What follows belongs to an exercise in optimizing a design on an open flow for small area and a short achievable clock period; a production flow would make more cautious choices. Where RTL was checked, it was by simulation tests only, not by an equivalence proof against the original.

Design izhneuron_verilog, start of the top module:
module izhneuron_verilog(clk, rst, en, WE, Addr, AER_BUS, Weight, spike_out);
input wire clk;
input wire rst;
input wire en;
input wire WE;
input wire [3:0] Addr;
input wire [3:0] AER_BUS;
input wire [10:0] Weight;
output wire spike_out;
reg [10:0] mem0, mem1, mem2, mem3;
reg [3:0] valid;                  
reg [10:0] wout, acc, I;
reg [13:0] u, t;
reg [10:0] rd;
reg rv;
always @(*) begin
	case (AER_BUS[1:0])
		2'd0: begin rd = mem0; rv = valid[0]; end
		2'd1: begin rd = mem1; rv = valid[1]; end
		2'd2: begin rd = mem2; rv = valid[2]; end
		default: begin rd = mem3; rv = valid[3]; end
	endcase
end
wire rsel = rv && (AER_BUS[3:2] == 2'b00);
wire [10:0] sum = acc + wout;
wire [10:0] I_next = en ? sum : I;
wire [13:0] dv = {{2{t[13]}}, t[13:2]} - 14'd192 - u;      
wire [13:0] u0 = u + {{6{dv[13]}}, dv[13:6]};
wire [13:0] G = {{3{I[10]}}, I} - u - 14'd1205;
  ...
Size: ~24 I/O pins.
export LEC_CHECK = 0
export CAP_MARGIN = 20
export CORE_MARGIN = 2
export CORE_UTILIZATION = 40
export SLEW_MARGIN = 20
create_clock -name core_clock -period 21.0 [get_ports {clk}]
standard.sh (not shown) runs the stock make flow with config.mk's settings and CLKGATE_MAP_FILE= SYNTH_SCRIPT=/design/flow/synth_recipe.tcl, a recipe that flattens the netlist after the stock synthesis.
==> flow/flow/run.sh <==
#!/bin/bash
cp standard.sh standard.sh.log
export SETUP_SLACK_MARGIN=${FLOW_SETUP_MARGIN:-13}
export BUFFER_PORTS_ARGS="-buffer_cell sky130_fd_sc_hd__buf_2"
bash standard.sh > standard.log 2>&1
The starting point ran to the end with no violations.
Edit:
==> flow/flow/run.sh (replaced) <==
#!/bin/bash
cp standard.sh standard.sh.log
export SETUP_SLACK_MARGIN=${FLOW_SETUP_MARGIN:-12}
export BUFFER_PORTS_ARGS="-buffer_cell sky130_fd_sc_hd__buf_2"
bash standard.sh > standard.log 2>&1
Via count went down by 1.4%; utilization decreases by 1.0 points; setup slack gets better by 0.016 ns; count of clock-buffer cells in the layout stays the same; global-route usage shrinks by 0.62 points; first-iteration DRC count rises by 13%; die area does not change; design area drops by 2.0%; clock skew hardly moves.
No functional check of the RTL was part of any run of this note.

========
run A:
izhneuron_verilog, a different RTL version from the one above (not shown whole).
Size: ~760 cells after synthesis, roughly 0.0084 mm2 of cells after synthesis.
==> flow/config.mk <==
export PLATFORM = sky130hd
export DESIGN_NAME = izhneuron_verilog
export DESIGN_NICKNAME = izhneuron_verilog
export VERILOG_FILES = /design/flow/design.v
export SDC_FILE = /design/flow/constraint.sdc
export NUM_CORES = 4
export LEC_CHECK = 0
export CAP_MARGIN = 20
export CORE_MARGIN = 2
export CORE_UTILIZATION = 40
export CTS_CLUSTER_DIAMETER = 100
export CTS_CLUSTER_SIZE = 30
export SLEW_MARGIN = 20
==> flow/constraint.sdc <==
create_clock -name core_clock -period 21.0 [get_ports {clk}]
set_input_delay 4.2000 -clock core_clock [delete_from_list [all_inputs] [get_ports {clk}]]
set_output_delay 4.2000 -clock core_clock [all_outputs]
set_load 0.01 [all_outputs]
==> flow/flow/run.sh <==
#!/bin/bash
set -e
cp standard.sh standard.sh.log
export SETUP_SLACK_MARGIN=${FLOW_SETUP_MARGIN:-12}
export BUFFER_PORTS_ARGS="-buffer_cell sky130_fd_sc_hd__buf_2"
bash standard.sh synth > synth.log 2>&1
R=orfs/results/sky130hd/izhneuron_verilog/base
cp $R/1_2_yosys.v yosys_netlist_before_polar.v.log
python3 flow/polar.py $R/1_2_yosys.v $R/1_2_yosys.polar.v > polar.log 2>&1
mv $R/1_2_yosys.polar.v $R/1_2_yosys.v
rm -f $R/1_synth.odb
bash standard.sh > standard.log 2>&1
Other scripts of this flow, unchanged in this note and not shown: flow/flow/polar.py
Input-level comparison between run B and run A:
- an added PLACE_DENSITY of 0.5
- a deleted CTS_CLUSTER_DIAMETER that had been 100
- a deleted CTS_CLUSTER_SIZE that had been 30
## What came out
Compared to run A, run B has utilization after layout 0.55 points higher. Register-to-register slack ended up 0.06 ns lower on run B than on run A. Against run A, run B comes in 0.24 points lower on share of final layout cell area taken by clock buffers and inverters. Flip-flop and latch count essentially unchanged between run B and run A.
[inputs] run C vs run B
- PLACE_DENSITY: 0.5 -> unset
diff --git a/flow/flow/run.sh b/flow/flow/run.sh
--- a/flow/flow/run.sh
+++ b/flow/flow/run.sh
@@ -2,5 +2,5 @@
 set -e
 cp standard.sh standard.sh.log
-export SETUP_SLACK_MARGIN=${FLOW_SETUP_MARGIN:-12}
+export SETUP_SLACK_MARGIN=${FLOW_SETUP_MARGIN:-11.9}
 export BUFFER_PORTS_ARGS="-buffer_cell sky130_fd_sc_hd__buf_2"
 bash standard.sh synth > synth.log 2>&1
The routed length on met1 of run C falls short of that of run B by 3.7%.
Run C ended up with a higher final-layout clock buffer total than run B did.
Time the worst path needs with I/O delays and setup was higher in run C than in run B.
Compared with run B, run C shows a lower first-pass GRT wire length.
On post-route worst setup slack: between run B and run C, it ends up lower for run C.
Routed wire in run C totals less than in run B.
Count of plain and timing-repair buffers: higher on run B
What run D does differently from run C at the input level:
- CTS_BUF_LIST: unset -> sky130_fd_sc_hd__clkbuf_4 sky130_fd_sc_hd__clkbuf_8
- CTS_CLUSTER_SIZE: unset -> 8
diff --git a/flow/flow/run.sh b/flow/flow/run.sh
--- a/flow/flow/run.sh
+++ b/flow/flow/run.sh
@@ -2,5 +2,5 @@
 set -e
 cp standard.sh standard.sh.log
-export SETUP_SLACK_MARGIN=${FLOW_SETUP_MARGIN:-11.9}
+export SETUP_SLACK_MARGIN=${FLOW_SETUP_MARGIN:-12}
 export BUFFER_PORTS_ARGS="-buffer_cell sky130_fd_sc_hd__buf_2"
 bash standard.sh synth > synth.log 2>&1
==> comparison <==
Of run D and run C, it is run D that has the lower number of instances resized during post-cts repair. Run C was larger in final cell area than run D. Placed cell count essentially unchanged between run D and run C. Routed via count for run D: 3.1% up relative to run C. The met3 capacity usage during global routing on run D is in line with that on run C. Of run C and run D, the run reporting the higher shortest clock period the worst path allows after layout was run C. Utilization of the core after routing of run C is on par with run D. | routed wire length | higher: run D |. Run D — routed wire length per instance about 5% higher, run C as reference.

========
## the reference run
Another version of the RTL of izhneuron_verilog (not shown whole).
Size: roughly 760 cells after synthesis, about 24 I/O pins.
Settings: LEC_CHECK=0, CAP_MARGIN=20, CORE_MARGIN=2, CORE_UTILIZATION=40, SLEW_MARGIN=20; clock period 21.0 ns.
==> flow/flow/run.sh <==
#!/bin/bash
set -e
cp standard.sh standard.sh.log
export SETUP_SLACK_MARGIN=${FLOW_SETUP_MARGIN:-12}
export BUFFER_PORTS_ARGS="-buffer_cell sky130_fd_sc_hd__buf_2"
# after global routing: the reset input of spike_out's gate is fed straight from
# the reset port's buffer (flow/post_grt.tcl)
export POST_GLOBAL_ROUTE_TCL=$(pwd)/flow/post_grt.tcl
bash standard.sh synth > synth.log 2>&1
R=orfs/results/sky130hd/izhneuron_verilog/base
cp $R/1_2_yosys.v yosys_netlist_before_polar.v.log
python3 flow/polar.py $R/1_2_yosys.v $R/1_2_yosys.polar.v > polar.log 2>&1
mv $R/1_2_yosys.polar.v $R/1_2_yosys.v
rm -f $R/1_synth.odb
bash standard.sh > standard.log 2>&1
Other scripts of this flow, unchanged in this note and not shown: flow/flow/polar.py, flow/flow/post_grt.tcl
For the trial run, these inputs were changed with respect to the reference run:
--- a/flow/flow/run.sh
+++ b/flow/flow/run.sh
@@ -1,2 +1,7 @@
 #!/bin/bash
+# Standard ORFS layout of the standard synthesis, with these changes in how it is made:
+#  - after synthesis, flow/polar.py re-polarises full adders (FA(~a,~b,~c) =
+#    ~FA(a,b,c)) to drop inverters; the registers and the function are unchanged;
+#  - the gate driving spike_out takes the reset from the reset port's buffer
+#    directly, not through the reset's fan-out buffers (flow/post_grt.tcl);
 set -e
Findings:
As far as count of inverters not on the clock network in the layout goes, the reference run and the trial run are indistinguishable; the numbers are identical.
Share of the final layout cell area in multi-input gates: the trial run vs the reference run identical
Reported for the trial run and the reference run, violation count after the first detailed-route iteration turned out identical to the last digit.
Reported for the trial run and the reference run, synthesized cell count turned out identical to the last digit.
~same number of remaining DRC errors in the trial run and the reference run
The reference run -> the trial run: post-route standard cell area excluding fillers delta 0, exact match

========
Setup of JK:
RTL: one of the versions met above, not the one the previous note started from.
Size in the first run: ~760 cells after synthesis, ~0.0084 mm^2 of cells after synthesis.
## izhneuron_verilog
module izhneuron_verilog(clk, rst, en, WE, Addr, AER_BUS, Weight, spike_out);
Settings: LEC_CHECK=0, CAP_MARGIN=20, CORE_MARGIN=2, CORE_UTILIZATION=60, SLEW_MARGIN=20; clock period 21.0 ns.
==> flow/flow/run.sh <==
#!/bin/bash
set -e
cp standard.sh standard.sh.log
export SETUP_SLACK_MARGIN=${FLOW_SETUP_MARGIN:-12}
export BUFFER_PORTS_ARGS="-buffer_cell sky130_fd_sc_hd__buf_2"
bash standard.sh synth > synth.log 2>&1
R=orfs/results/sky130hd/izhneuron_verilog/base
cp $R/1_2_yosys.v yosys_netlist_before_polar.v.log
python3 flow/polar.py $R/1_2_yosys.v $R/1_2_yosys.polar.v > polar.log 2>&1
mv $R/1_2_yosys.polar.v $R/1_2_yosys.v
rm -f $R/1_synth.odb
bash standard.sh > standard.log 2>&1
Other scripts of this flow, unchanged in this note and not shown: flow/flow/polar.py
Changes in MS relative to JK:
Settings: a change of CORE_UTILIZATION from 60 to 40.
-- flow/flow/run.sh --
<<< JK, line 3
cp standard.sh standard.sh.log
export SETUP_SLACK_MARGIN=${FLOW_SETUP_MARGIN:-12}
export BUFFER_PORTS_ARGS="-buffer_cell sky130_fd_sc_hd__buf_2"
>>> MS, line 3
cp standard.sh standard.sh.log
export SETUP_SLACK_MARGIN=${FLOW_SETUP_MARGIN:-11.8}
export BUFFER_PORTS_ARGS="-buffer_cell sky130_fd_sc_hd__buf_2"
JK → MS: total number of cells along the worst setup path roughly the same.
Taking JK as the reference, in MS height of the die went up; final area fell by 0.91%.
MS -> JK: count of antenna diodes in the layout flat
> inputs changed (MS -> AL)
-- flow/flow/run.sh --
<<< MS, line 3
cp standard.sh standard.sh.log
export SETUP_SLACK_MARGIN=${FLOW_SETUP_MARGIN:-11.8}
export BUFFER_PORTS_ARGS="-buffer_cell sky130_fd_sc_hd__buf_2"
bash standard.sh synth > synth.log 2>&1
>>> AL, line 3
cp standard.sh standard.sh.log
export SETUP_SLACK_MARGIN=${FLOW_SETUP_MARGIN:-12}
export BUFFER_PORTS_ARGS="-buffer_cell sky130_fd_sc_hd__buf_2"
export CTS_ARGS="-sink_clustering_enable -repair_clock_nets -sink_buffer_max_cap_derate 0.02"
bash standard.sh synth > synth.log 2>&1
### Flow results
AL: all stages complete, timing, DRC and antenna checks passed
Across both runs, post-detailed-route via-to-cell ratio was higher for AL than for MS.
The higher final-layout worst hold slack of AL and MS is in AL.
The setup slack of AL exceeds that of MS by 240 ps.
Comparing AL and MS, the higher via count of the routed design is on AL.
Diff MS -> AL | pin count of the biggest net entering global routing | down by a few percent
Higher critical path depth goes to MS over AL.
Between AL and MS, the cell count is lower for MS.
On part of the cycle the worst path needs: between AL and MS, it ends up higher for MS.

[port drivers added, routing unchanged]
The results above use ideal ports. As a check the final layouts listed here were re-extracted and re-timed, cells and wires unchanged.
Step 1 (the two cells are an assumption about what drives the block):
set clk [get_ports {clk}]
set_driving_cell -lib_cell sky130_fd_sc_hd__clkbuf_16 $clk
set_driving_cell -lib_cell sky130_fd_sc_hd__buf_2 [delete_from_list [all_inputs] $clk]
Step 2 times the ports against the registers' clock, not the clock port: input delays grow and output delays shrink by t, the midpoint of the rising clock arrivals with the driver on.
Slacks: ideal ports / drivers / drivers and shift; pairs: ideal ports / drivers.
| run | t (ns) | slack for setup (ns) | hold WS [ns] |
|---|---|---|---|
| the first run of note 1 | 0.406 | 11.264 / 11.222 / 11.629 | 0.480 / 0.480 / 0.480 |
| the second run of note 1 | 0.402 | 11.280 / 11.239 / 11.641 | 0.478 / 0.478 / 0.478 |
| run A | 0.395 | 12.183 / 12.162 / 12.089 | 0.471 / 0.471 / 0.471 |
| run B | 0.385 | 12.065 / 12.038 / 11.969 | 0.473 / 0.473 / 0.473 |
| run C | 0.397 | 11.956 / 11.932 / 11.932 | 0.467 / 0.467 / 0.467 |
| run D | 0.420 | 12.190 / 12.165 / 12.082 | 0.479 / 0.479 / 0.479 |
| the reference run | 0.393 | 12.150 / 12.119 / 12.119 | 0.477 / 0.477 / 0.477 |
| the trial run | 0.393 | 12.150 / 12.119 / 12.119 | 0.477 / 0.477 / 0.477 |
| JK | 0.380 | 12.034 / 12.016 / 12.016 | 0.477 / 0.477 / 0.477 |
| MS | 0.397 | 11.955 / 11.931 / 11.931 | 0.467 / 0.467 / 0.467 |
| AL | 0.422 | 12.198 / 12.178 / 12.118 | 0.482 / 0.482 / 0.482 |
After both steps every run listed still meets setup and hold. For run D, which loses most, drivers alone change the setup slack by -0.025 ns; drivers and shift together by -0.108 ns.
